This design comes from an exercise in tuning for small area and a short achievable clock period on the open sky130 flow, not from production work.
RTL that was checked went through simulation tests only; none was proved equivalent to the original.
No driver is modelled on the clock port, so clocking that relies on it looks cheaper here than on a real chip.
Power figures rest on the tool's default switching activity, not on a simulated workload.

Setup of the previous run:
==> flow/design.v <==
`timescale 1ns/1ps
module fifo #(
    parameter N = 32,
    parameter depth = 3  
)(
    input wire clk,
    input wire reset,
    input wire wr_en,
    input wire rd_en,
    input [N-1:0] din,
    output reg [N-1:0] dout,
    output reg full,
    output reg empty
);
    localparam DEPTH = 2**depth;
    reg [DEPTH-1:0] wr_oh, rd_oh;    
    reg [N-1:0] mem [0:DEPTH-1];
    reg nempty;
    wire wr_fire = wr_en & ~full;
    wire rd_fire = rd_en & nempty;
    wire [DEPTH-1:0] wsel_lo, wsel_hi, rsel_lo, rsel_hi;
    wire rd_fire_n_lo, rd_fire_n_hi;
    genvar k;
    generate
        for (k = 0; k < DEPTH; k = k + 1) begin : sel
            fifo_and2 w_lo (.a(wr_oh[k]), .b(wr_fire), .y(wsel_lo[k]));
            fifo_and2 w_hi (.a(wr_oh[k]), .b(wr_fire), .y(wsel_hi[k]));
            fifo_and2 r_lo (.a(rd_oh[k]), .b(rd_fire), .y(rsel_lo[k]));
            fifo_and2 r_hi (.a(rd_oh[k]), .b(rd_fire), .y(rsel_hi[k]));
        end
    endgenerate
    fifo_nand2 h_lo (.a(rd_en), .b(nempty), .y(rd_fire_n_lo));
    fifo_nand2 h_hi (.a(rd_en), .b(nempty), .y(rd_fire_n_hi));
    wire [DEPTH-1:0] wr_oh_inc = {wr_oh[DEPTH-2:0], wr_oh[DEPTH-1]};
    wire [DEPTH-1:0] rd_oh_inc = {rd_oh[DEPTH-2:0], rd_oh[DEPTH-1]};
    wire [N-1:0] dout_nx;
    wire [N-1:0] g0, g1, g2;
    genvar b;
    generate
        for (b = 0; b < N; b = b + 1) begin : rd
            wire [DEPTH-1:0] rs = (b < N/2) ? rsel_lo : rsel_hi;
            wire hold = (b < N/2) ? rd_fire_n_lo : rd_fire_n_hi;
            fifo_aoi222 u0 (.a1(rs[0]), .a2(mem[0][b]), .b1(rs[1]), .b2(mem[1][b]),
                            .c1(rs[2]), .c2(mem[2][b]), .y(g0[b]));
            fifo_aoi222 u1 (.a1(rs[3]), .a2(mem[3][b]), .b1(rs[4]), .b2(mem[4][b]),
                            .c1(rs[5]), .c2(mem[5][b]), .y(g1[b]));
            fifo_aoi222 u2 (.a1(rs[6]), .a2(mem[6][b]), .b1(rs[7]), .b2(mem[7][b]),
                            .c1(hold), .c2(dout[b]), .y(g2[b]));
            fifo_nand3 u3 (.a(g0[b]), .b(g1[b]), .c(g2[b]), .y(dout_nx[b]));
        end
    endgenerate
    integer i;
    always @(posedge clk) begin
        for (i = 0; i < DEPTH; i = i + 1) begin
            if (wsel_lo[i])
                mem[i][N/2-1:0] <= din[N/2-1:0];
            if (wsel_hi[i])
                mem[i][N-1:N/2] <= din[N-1:N/2];
        end
    end
    wire w_meets = |(wr_oh_inc & rd_oh);
    wire r_meets = |(rd_oh_inc & wr_oh);
    wire full_nx  = ~rd_fire & (full | (wr_fire & w_meets));
    wire empty_nx = ~wr_fire & (~nempty | (rd_fire & r_meets));
    always @(posedge clk or posedge reset) begin
        if (reset) begin
            wr_oh  <= {{(DEPTH-1){1'b0}}, 1'b1};
            rd_oh  <= {{(DEPTH-1){1'b0}}, 1'b1};
            dout   <= 0;
            full   <= 1'b0;
            nempty <= 1'b0;
            empty  <= 1'b1;
        end else begin
            if (wr_fire)
                wr_oh <= wr_oh_inc;
            if (rd_fire)
                rd_oh <= rd_oh_inc;
            dout   <= dout_nx;
            full   <= full_nx;
            nempty <= ~empty_nx;
            empty  <= empty_nx;
        end
    end
endmodule
module fifo_aoi222 (
    input wire a1, a2, b1, b2, c1, c2,
    output wire y
);
    assign y = ~((a1 & a2) | (b1 & b2) | (c1 & c2));
endmodule
module fifo_nand3 (
    input wire a, b, c,
    output wire y
);
    assign y = ~(a & b & c);
endmodule
module fifo_and2 (
    input wire a, b,
    output wire y
);
    assign y = a & b;
endmodule
module fifo_nand2 (
    input wire a, b,
    output wire y
);
    assign y = ~(a & b);
endmodule
Settings: LEC_CHECK=0, CAP_MARGIN=20, CORE_MARGIN=2, CORE_UTILIZATION=55, CTS_CLUSTER_DIAMETER=100, CTS_CLUSTER_SIZE=30, SETUP_SLACK_MARGIN=1.45, SLEW_MARGIN=20, SYNTH_HIERARCHICAL=1, SYNTH_MINIMUM_KEEP_SIZE=0; clock period 3.0 ns.
standard.sh (not shown) runs the stock make flow with config.mk's settings and CLKGATE_MAP_FILE= SYNTH_SCRIPT=/design/flow/synth_recipe.tcl, a recipe that flattens the netlist after the stock synthesis.
==> flow/flow/run.sh <==
#!/bin/bash
# Own layout flow: the standard synthesis unchanged, then the standard ORFS
# layout with smaller port buffers, without the delay buffer cells, and with a
# clock tree one level shallower (see cts_hook.tcl).
set -euo pipefail
here=$(pwd)

bash standard.sh synth > synth.log 2>&1

platform_dont_use="sky130_fd_sc_hd__probe_p_8 sky130_fd_sc_hd__probec_p_8 sky130_fd_sc_hd__lpflow_bleeder_1 sky130_fd_sc_hd__lpflow_clkbufkapwr_1 sky130_fd_sc_hd__lpflow_clkbufkapwr_16 sky130_fd_sc_hd__lpflow_clkbufkapwr_2 sky130_fd_sc_hd__lpflow_clkbufkapwr_4 sky130_fd_sc_hd__lpflow_clkbufkapwr_8 sky130_fd_sc_hd__lpflow_clkinvkapwr_1 sky130_fd_sc_hd__lpflow_clkinvkapwr_16 sky130_fd_sc_hd__lpflow_clkinvkapwr_2 sky130_fd_sc_hd__lpflow_clkinvkapwr_4 sky130_fd_sc_hd__lpflow_clkinvkapwr_8 sky130_fd_sc_hd__lpflow_decapkapwr_12 sky130_fd_sc_hd__lpflow_decapkapwr_3 sky130_fd_sc_hd__lpflow_decapkapwr_4 sky130_fd_sc_hd__lpflow_decapkapwr_6 sky130_fd_sc_hd__lpflow_decapkapwr_8 sky130_fd_sc_hd__lpflow_inputiso0n_1 sky130_fd_sc_hd__lpflow_inputiso0p_1 sky130_fd_sc_hd__lpflow_inputiso1n_1 sky130_fd_sc_hd__lpflow_inputiso1p_1 sky130_fd_sc_hd__lpflow_inputisolatch_1 sky130_fd_sc_hd__lpflow_isobufsrc_1 sky130_fd_sc_hd__lpflow_isobufsrc_16 sky130_fd_sc_hd__lpflow_isobufsrc_2 sky130_fd_sc_hd__lpflow_isobufsrc_4 sky130_fd_sc_hd__lpflow_isobufsrc_8 sky130_fd_sc_hd__lpflow_isobufsrckapwr_16 sky130_fd_sc_hd__lpflow_lsbuf_lh_hl_isowell_tap_1 sky130_fd_sc_hd__lpflow_lsbuf_lh_hl_isowell_tap_2 sky130_fd_sc_hd__lpflow_lsbuf_lh_hl_isowell_tap_4 sky130_fd_sc_hd__lpflow_lsbuf_lh_isowell_4 sky130_fd_sc_hd__lpflow_lsbuf_lh_isowell_tap_1 sky130_fd_sc_hd__lpflow_lsbuf_lh_isowell_tap_2 sky130_fd_sc_hd__lpflow_lsbuf_lh_isowell_tap_4"
extra_dont_use="sky130_fd_sc_hd__clkdlybuf4s* sky130_fd_sc_hd__dlygate* sky130_fd_sc_hd__dlymetal*"

bash standard.sh \
  "BUFFER_PORTS_ARGS=-buffer_cell sky130_fd_sc_hd__buf_2" \
  "DONT_USE_CELLS=$platform_dont_use $extra_dont_use" \
  "PRE_CTS_TCL=$here/flow/cts_hook.tcl" \
  finish > layout.log 2>&1
Other scripts of this flow, unchanged in this note and not shown: flow/flow/cts_hook.tcl
#### Input delta (the current run over the previous run)
==> flow/design.v <==
`timescale 1ns/1ps
module fifo #(
    parameter N = 32,
    parameter depth = 3  
)(
    input wire clk,
    input wire reset,
    input wire wr_en,
    input wire rd_en,
    input [N-1:0] din,
    output reg [N-1:0] dout,
    output reg full,
    output reg empty
);
    localparam DEPTH = 2**depth;
    reg [DEPTH-1:0] wr_oh, rd_oh;    
    reg [N-1:0] mem [0:DEPTH-1];
    reg nempty;
    wire wr_fire = wr_en & ~full;
    wire rd_fire = rd_en & nempty;
    wire rd_fire_n = ~rd_fire;
    wire [DEPTH-1:0] wsel = wr_oh & {DEPTH{wr_fire}};
    wire [DEPTH-1:0] rsel = rd_oh & {DEPTH{rd_fire}};
    wire [DEPTH-1:0] wr_oh_inc = {wr_oh[DEPTH-2:0], wr_oh[DEPTH-1]};
    wire [DEPTH-1:0] rd_oh_inc = {rd_oh[DEPTH-2:0], rd_oh[DEPTH-1]};
    wire [N-1:0] dout_nx;
    wire [N-1:0] g0, g1, g2;
    genvar b;
    generate
        for (b = 0; b < N; b = b + 1) begin : rd
            fifo_aoi222 u0 (.a1(rsel[0]), .a2(mem[0][b]), .b1(rsel[1]), .b2(mem[1][b]),
                            .c1(rsel[2]), .c2(mem[2][b]), .y(g0[b]));
            fifo_aoi222 u1 (.a1(rsel[3]), .a2(mem[3][b]), .b1(rsel[4]), .b2(mem[4][b]),
                            .c1(rsel[5]), .c2(mem[5][b]), .y(g1[b]));
            fifo_aoi222 u2 (.a1(rsel[6]), .a2(mem[6][b]), .b1(rsel[7]), .b2(mem[7][b]),
                            .c1(rd_fire_n), .c2(dout[b]), .y(g2[b]));
            fifo_nand3 u3 (.a(g0[b]), .b(g1[b]), .c(g2[b]), .y(dout_nx[b]));
        end
    endgenerate
    integer i;
    always @(posedge clk) begin
        for (i = 0; i < DEPTH; i = i + 1)
            if (wsel[i])
                mem[i] <= din;
    end
    wire w_meets = |(wr_oh_inc & rd_oh);
    wire r_meets = |(rd_oh_inc & wr_oh);
    wire full_nx  = ~rd_fire & (full | (wr_fire & w_meets));
    wire empty_nx = ~wr_fire & (~nempty | (rd_fire & r_meets));
    always @(posedge clk or posedge reset) begin
        if (reset) begin
            wr_oh  <= {{(DEPTH-1){1'b0}}, 1'b1};
            rd_oh  <= {{(DEPTH-1){1'b0}}, 1'b1};
            dout   <= 0;
            full   <= 1'b0;
            nempty <= 1'b0;
            empty  <= 1'b1;
        end else begin
            if (wr_fire)
                wr_oh <= wr_oh_inc;
            if (rd_fire)
                rd_oh <= rd_oh_inc;
            dout   <= dout_nx;
            full   <= full_nx;
            nempty <= ~empty_nx;
            empty  <= empty_nx;
        end
    end
endmodule
module fifo_aoi222 (
    input wire a1, a2, b1, b2, c1, c2,
    output wire y
);
    assign y = ~((a1 & a2) | (b1 & b2) | (c1 & c2));
endmodule
module fifo_nand3 (
    input wire a, b, c,
    output wire y
);
    assign y = ~(a & b & c);
endmodule
## What came out
In summary, the current run completed successfully, with a layout that passed the timing, design-rule and antenna checks.
The current run: number of global-route vias before repair 2.5% below the previous run
Compared with the previous run, the current run improves shortest period the worst path allows.
Smallest hold slack delta for the current run relative to the previous run: 0.074 ns higher
Per the comparison of the current run with the previous run, relative contribution of the clock network to total power rose 0.2 points, number of buffer and inverter instances along the worst setup path dropped 2, layout overhead on the synthesized area saw a decrease, number of DRC violations after detailed-routing iteration 0 has increased.
Against the previous run as the reference, the current run delivers a higher met1 layer usage reported by global route.
Diff the previous run and the current run: switching power total higher in the current run
No functional check of the RTL was part of the previous run.

## port drivers added, routing unchanged
The flow's constraints put no driver on any port. The routed layouts listed below were extracted and timed again, unchanged, in two steps.
Step 1, drivers: a clkbuf_16 drives clk and a buf_2 each remaining input, both assumed.
Step 2 times the ports against the registers' clock, not the clock port: input delays grow and output delays shrink by t, the midpoint of the rising clock arrivals with the driver on.
Three values: ideal ports, drivers, drivers and shift; two values: the first two.
run | t (ns) | slack for setup (ns) | cell pins on the clock port's net
the previous run | 0.402 | 1.336 / 1.358 / 1.005 | 4
the current run | 0.395 | 1.427 / 1.370 / 1.165 | 4
After both steps setup and hold are still met in every run listed. The setup slack of the previous run, which loses most, moves by +0.022 ns with the drivers and by -0.331 ns with both steps.
